This design comes from an exercise in tuning for small area, a short achievable clock period and few clock cycles on the open sky130 flow, not from production work. At most, simulation tests tie the RTL to the original design; equivalence was not proved. Power is estimated from default activity; no workload was simulated.

Design cpu_v, start of the top module:
module  cpu_v(wire_clock, wire_reset, bus_RAM_DATA_IN,bus_RAM_DATA_OUT,bus_RAM_ADDRESS,wire_RW, bus_keyboard, videoflag, bus_vga_pos, bus_vga_char,data_debug, led);
For scale: about 3200 cells after synthesis, ~230 flip-flops, ~120 I/O pins, ~24000 µm² of cells after synthesis.
clock: 32.0 ns
lec_check: 0
cap_margin: 20
core_margin: 2
core_utilization: 40
slew_margin: 20
setup_slack_margin: 22
standard.sh (not shown) runs the stock make flow with config.mk's settings and CLKGATE_MAP_FILE= SYNTH_SCRIPT=/design/flow/synth_recipe.tcl, a recipe that flattens the netlist after the stock synthesis.
==> flow/flow/run.sh <==
#!/bin/bash
set -e
cat >> config.mk <<EOC
export SETUP_SLACK_MARGIN = 22
EOC
bash standard.sh > standard.log 2>&1
Testbench counts at the start, summed over its fixed seeds: cycles 119,277.
Change:
==> flow/run.sh (new file) <==
#!/bin/bash
# synth_recipe.tcl (not shown) runs the flow's synth.tcl, then flattens the netlist and writes it again
# the make line also repeats each setting of config.mk as NAME=value (left out here)
make -C /OpenROAD-flow-scripts/flow DESIGN_CONFIG=/design/flow/config.mk WORK_HOME=/design/flow/orfs CLKGATE_MAP_FILE= SYNTH_SCRIPT=/design/flow/synth_recipe.tcl finish
ABC_CLOCK_PERIOD_IN_PS = 6000   (was default)
SETUP_SLACK_MARGIN = default   (was 22)
removed: flow/flow/run.sh
removed: flow/standard.sh
Effect:
- power fell by 13%
- setup slack gets worse by 2200 ps
- maximum frequency fell by 17%
- count of clock-buffer cells in the layout stays the same
- routed wire length fell by 8.4%
- cell area fell by 16%
- sequential share of layout area rose by 3.7 points
- non-clock buffer count fell by 309
- global-route usage fell by 3.9 points
- clock skew fell by 18 ps
- final cell count fell by 7.3%

cpu_v, a different RTL version from the one above (not shown whole).
Size: roughly 260 flip-flops, about 120 I/O pins, ~22,000 µm² of cells after synthesis.
clock: 32.0 ns
lec_check: 0
cap_margin: 20
core_margin: 2
core_utilization: 40
slew_margin: 20
run.sh (not shown) runs the stock make flow with config.mk's settings and CLKGATE_MAP_FILE= SYNTH_SCRIPT=/design/flow/synth_recipe.tcl, a recipe that flattens the netlist after the stock synthesis.
Stock flow here: none of the scripts above is used.
==> next run, changes <==
==> flow/flow/run.sh (new file) <==
#!/bin/bash
set -e
cat >> config.mk <<EOC
export SETUP_SLACK_MARGIN = 21
EOC
bash standard.sh > standard.log 2>&1
==> flow/standard.sh (new file) <==
#!/bin/bash
# synth_recipe.tcl (not shown) runs the flow's synth.tcl, then flattens the netlist and writes it again
# the make line also repeats each setting of config.mk as NAME=value (left out here)
make -C /OpenROAD-flow-scripts/flow DESIGN_CONFIG=/design/flow/config.mk WORK_HOME=/design/flow/orfs CLKGATE_MAP_FILE= SYNTH_SCRIPT=/design/flow/synth_recipe.tcl "${@:-finish}"
--- a/flow/config.mk
+++ b/flow/config.mk
@@ -11 +11,2 @@
 export SLEW_MARGIN = 20
+export SETUP_SLACK_MARGIN = 21
removed: flow/run.sh
The changed run passed the timing, design-rule and antenna checks; register-to-register slack gains 0.42 ns; worst setup slack is better by 0.42 ns; hold slack hardly moves; sequential share of layout area stays flat; area after synthesis stays the same; power stays flat; wire length stays flat; design area stays flat.
No run of this note included a check of the RTL's function; only the layout flow was run.

cpu_v, a different RTL version from the one above (not shown whole).
Size: about 2700 cells after synthesis.
Design cpu_v, start of the top module:
module  cpu_v(wire_clock, wire_reset, bus_RAM_DATA_IN,bus_RAM_DATA_OUT,bus_RAM_ADDRESS,wire_RW, bus_keyboard, videoflag, bus_vga_pos, bus_vga_char,data_debug, led);
clock: 32.0 ns
lec_check: 0
cap_margin: 20
core_margin: 2
core_utilization: 40
slew_margin: 20
buffer_ports_args: -buffer_cell sky130_fd_sc_hd__buf_4
setup_slack_margin: 23
standard.sh (not shown) runs the stock make flow with config.mk's settings and CLKGATE_MAP_FILE= SYNTH_SCRIPT=/design/flow/synth_recipe.tcl, a recipe that flattens the netlist after the stock synthesis.
==> flow/flow/run.sh <==
#!/bin/bash
# The standard layout, with two changes to how it is made:
#  - the port buffers are sky130_fd_sc_hd__buf_4 (buffer_ports picks a slow
#    delay cell by default);
#  - repair_timing aims for extra setup slack, to get a shorter achieved period.
# The constraints (constraint.sdc, the clock period) are the standard flow's, unchanged.
set -e
cat >> config.mk <<EOC
export BUFFER_PORTS_ARGS = -buffer_cell sky130_fd_sc_hd__buf_4
export SETUP_SLACK_MARGIN = 23
EOC
bash standard.sh > standard.log 2>&1
The first run completed with no timing, DRC or antenna violations.
Testbench counts at the start, summed over its fixed seeds: cycles 120,680.
Change:
--- a/flow/flow/run.sh
+++ b/flow/flow/run.sh
@@ -8,5 +8,5 @@
 cat >> config.mk <<EOC
 export BUFFER_PORTS_ARGS = -buffer_cell sky130_fd_sc_hd__buf_4
-export SETUP_SLACK_MARGIN = 23
+export SETUP_SLACK_MARGIN = 22.75
 EOC
 bash standard.sh > standard.log 2>&1
SETUP_SLACK_MARGIN = 22.75   (was 23)
The changed run went through all stages and came out clean.
Design area decreases by about 5%.
Via count decreases by about 2.2%.
Total power decreases by 2.6%.
Wire length decreases by about 3.3%.
First-iteration DRC count increases by about 2%.
Change:
CORE_UTILIZATION = 50   (was 40)
After rerunning: The changed run finished with timing, DRC and antenna clean; total power is lower by 0.81%; global-route usage is higher by 8.4 points; critical path depth is higher by 1; clock-buffer cell count is lower by 7; core utilization is higher by 12 points; worst hold slack gets better by 0.0059 ns; sequential power stays flat; via count is higher by about 3.5%.
Change:
--- a/flow/flow/run.sh
+++ b/flow/flow/run.sh
@@ -8,5 +8,5 @@
 cat >> config.mk <<EOC
 export BUFFER_PORTS_ARGS = -buffer_cell sky130_fd_sc_hd__buf_4
-export SETUP_SLACK_MARGIN = 22.75
+export SETUP_SLACK_MARGIN = 22.5
 EOC
 bash standard.sh > standard.log 2>&1
CORE_UTILIZATION = 40   (was 50)
SETUP_SLACK_MARGIN = 22.5   (was 22.75)
=> The new run passed the timing, design-rule and antenna checks; routed wire length goes up by 0.86%; sequential share of layout area hardly moves; synthesized area stays the same; clock-buffer cell count climbs by 7; via count went down by 3.6%; critical path depth shrinks by 3; design area is lower by 0.39%.

== yarrow ==
Another version of the RTL of cpu_v (not shown whole).
Size: roughly 2800 cells after synthesis, ~260 flip-flops, ~120 I/O pins.
clock: 32.0 ns
lec_check: 0
cap_margin: 20
core_margin: 2
core_utilization: 60
slew_margin: 20
run.sh (not shown) runs the stock make flow with config.mk's settings and CLKGATE_MAP_FILE= SYNTH_SCRIPT=/design/flow/synth_recipe.tcl, a recipe that flattens the netlist after the stock synthesis.
Stock flow here: none of the scripts above is used.
yarrow ended with every stage complete and zero timing, DRC or antenna violations.
Testbench counts of yarrow, summed over its fixed seeds: cycles 119,612.
The inputs of indigo differ from those of yarrow as listed below.
# yarrow
export LEC_CHECK = 0
export CAP_MARGIN = 20
export CORE_MARGIN = 2
export CORE_UTILIZATION = 60
export SLEW_MARGIN = 20
create_clock -name core_clock -period 32.0 [get_ports {wire_clock}]
# indigo
export LEC_CHECK = 0
export CAP_MARGIN = 20
export CORE_MARGIN = 2
export CORE_UTILIZATION = 40
export SLEW_MARGIN = 20
create_clock -name core_clock -period 32.0 [get_ports {wire_clock}]
==> notes.md <==
- A critical path capture point of bus_RAM_ADDRESS[1] is what yarrow shows, while bus_vga_char[11] belongs to indigo.
- indigo ends up with higher overall power after layout than yarrow does.
- indigo reached the end of the flow, and the finished layout is clean on the timing, design-rule and antenna checks.
- Any difference in final critical-path share of the clock period between indigo and yarrow is small enough to ignore.
- Looking at beginning of the critical path, the cu.yoh[0] result is from yarrow; the cu.xoh[1] one comes from indigo.
- Side by side, peak fanout along the critical path turned out higher in indigo than in yarrow.
- Between yarrow and indigo, count of placed standard cells in the final layout, fillers left out is higher for indigo, yarrow comes in under that.
- Compared with yarrow, indigo ends up with a larger final cell area.
- indigo: starting density of the core is 21 points lower than what yarrow reported.
Changes in harbor relative to indigo:
# indigo
export LEC_CHECK = 0
export CAP_MARGIN = 20
export CORE_MARGIN = 2
export CORE_UTILIZATION = 40
export SLEW_MARGIN = 20
create_clock -name core_clock -period 32.0 [get_ports {wire_clock}]
# harbor
export LEC_CHECK = 0
export CAP_MARGIN = 20
export CORE_MARGIN = 2
export CORE_UTILIZATION = 40
export SLEW_MARGIN = 20
export BUFFER_PORTS_ARGS = -buffer_cell sky130_fd_sc_hd__buf_4
export SETUP_SLACK_MARGIN = 22.5
create_clock -name core_clock -period 32.0 [get_ports {wire_clock}]
==> flow/flow/run.sh (new file) <==
#!/bin/bash
# The standard layout, with two changes to how it is made:
#  - the port buffers are sky130_fd_sc_hd__buf_4 (buffer_ports picks a slow
#    delay cell by default);
#  - repair_timing aims for extra setup slack, to get a shorter achieved period.
# The constraints (constraint.sdc, the clock period) are the standard flow's, unchanged.
set -e
cat >> config.mk <<EOC
export BUFFER_PORTS_ARGS = -buffer_cell sky130_fd_sc_hd__buf_4
export SETUP_SLACK_MARGIN = 22.5
EOC
bash standard.sh > standard.log 2>&1
==> flow/standard.sh (new file) <==
#!/bin/bash
# synth_recipe.tcl (not shown) runs the flow's synth.tcl, then flattens the netlist and writes it again
# the make line also repeats each setting of config.mk as NAME=value (left out here)
make -C /OpenROAD-flow-scripts/flow DESIGN_CONFIG=/design/flow/config.mk WORK_HOME=/design/flow/orfs CLKGATE_MAP_FILE= SYNTH_SCRIPT=/design/flow/synth_recipe.tcl "${@:-finish}"
removed: flow/run.sh
## What came out
- Diff indigo -> harbor: net switching power did not really move, relative contribution of combinational cells to total power rose 0.5 points, synthesized cell count saw little to no change, combinational power went up about 2%.
- [compare] base=indigo new=harbor: final instance area now sits higher; number of stages on the worst setup path saw a decrease.

Setup of run a:
cpu_v with an RTL version that a note above also has.
For scale: ~22,000 um2 of cells after synthesis.
==> flow/config.mk <==
export PLATFORM = sky130hd
export DESIGN_NAME = cpu_v
export DESIGN_NICKNAME = cpu_v
export VERILOG_FILES = /design/flow/design.v
export SDC_FILE = /design/flow/constraint.sdc
export NUM_CORES = 4
export LEC_CHECK = 0
export CAP_MARGIN = 20
export CORE_MARGIN = 2
export CORE_UTILIZATION = 40
export GPL_TIMING_DRIVEN = 1
export SLEW_MARGIN = 20
export BUFFER_PORTS_ARGS = -buffer_cell sky130_fd_sc_hd__buf_4
export SETUP_SLACK_MARGIN = 22.75
==> flow/constraint.sdc <==
create_clock -name core_clock -period 32.0 [get_ports {wire_clock}]
set_input_delay 6.4000 -clock core_clock [delete_from_list [all_inputs] [get_ports {wire_clock}]]
set_output_delay 6.4000 -clock core_clock [all_outputs]
set_load 0.01 [all_outputs]
standard.sh (not shown) runs the stock make flow with config.mk's settings and CLKGATE_MAP_FILE= SYNTH_SCRIPT=/design/flow/synth_recipe.tcl, a recipe that flattens the netlist after the stock synthesis.
==> flow/flow/run.sh <==
#!/bin/bash
# The standard layout, with two changes to how it is made:
#  - the port buffers are sky130_fd_sc_hd__buf_4 (buffer_ports picks a slow
#    delay cell by default);
#  - repair_timing aims for extra setup slack, to get a shorter achieved period.
# The constraints (constraint.sdc, the clock period) are the standard flow's, unchanged.
set -e
cat >> config.mk <<EOC
export BUFFER_PORTS_ARGS = -buffer_cell sky130_fd_sc_hd__buf_4
export SETUP_SLACK_MARGIN = 22.75
EOC
bash standard.sh > standard.log 2>&1
Testbench counts of run a, summed over its fixed seeds: cycles 120,680.
Setup changes, run a to run b
Settings: changing SETUP_SLACK_MARGIN from 22.75 to 22; removing GPL_TIMING_DRIVEN (formerly 1).
-- flow/flow/run.sh --
<<< run a, line 10
export SETUP_SLACK_MARGIN = 22.75
>>> run b, line 10
export SETUP_SLACK_MARGIN = 22
Notes after the runs:
Comparing run a against run b, there is no change at all in number of H-tree branching levels.
Measured against each other, run a and run b differ in final area, the higher figure coming from run a.
In the metrics for run a and run b, the one carrying the lower area growth from synthesis to layout is run b.
Run a -> run b: number of nets in the final layout decreased by a few percent
Number of gates on the worst path with buffers counted (run b over run a): decrease, 1

## separate check: timing with driven ports
How much do the figures lean on ideal ports? The routed layouts below were timed once more, with nothing changed but the port constraints. Step 1 sets driving cells, clkbuf_16 on the clock port and buf_2 on the other inputs (assumed; they add their load-dependent delay and slew). Step 2 moves the port delays by t, midway between the first and last clock arrival at a register: inputs arrive t later, outputs are due t later. That takes back most of the time a late clock gives input paths. Slacks: ideal / step 1 / step 2; pairs: ideal / step 1.
run	t, ns	slack for setup (ns)	latest minus earliest clock arrival (ns)	slew at the worst register clock pin (ns)
the first run of note 1	0.682	21.352 / 21.288 / 21.518	0.034 / 0.034	0.07 / 0.07
the second run of note 1	0.693	19.126 / 19.061 / 19.754	0.016 / 0.016	0.07 / 0.07
the first run of note 2	0.660	20.881 / 20.881 / 20.881	0.026 / 0.026	0.07 / 0.07
the second run of note 2	0.654	21.301 / 21.287 / 21.301	0.022 / 0.022	0.07 / 0.07
the first run of note 3	0.670	22.863 / 22.803 / 22.427	0.020 / 0.020	0.07 / 0.07
the second run of note 3	0.667	22.619 / 22.560 / 22.431	0.016 / 0.015	0.07 / 0.07
the third run of note 3	0.667	22.698 / 22.635 / 22.724	0.034 / 0.034	0.07 / 0.07
the fourth run of note 3	0.675	22.485 / 22.418 / 22.487	0.017 / 0.017	0.07 / 0.07
yarrow	0.655	21.666 / 21.607 / 22.180	0.065 / 0.065	0.07 / 0.07
indigo	0.668	21.685 / 21.619 / 22.287	0.063 / 0.062	0.07 / 0.07
harbor	0.674	22.582 / 22.518 / 22.987	0.073 / 0.073	0.07 / 0.07
run a	0.667	22.619 / 22.560 / 22.431	0.016 / 0.015	0.07 / 0.07
run b	0.679	22.048 / 21.980 / 22.479	0.014 / 0.014	0.07 / 0.07
After both steps every run listed still meets setup and hold. The setup slack of the first run of note 3, which loses most, moves by -0.060 ns with the drivers and by -0.436 ns with both steps.
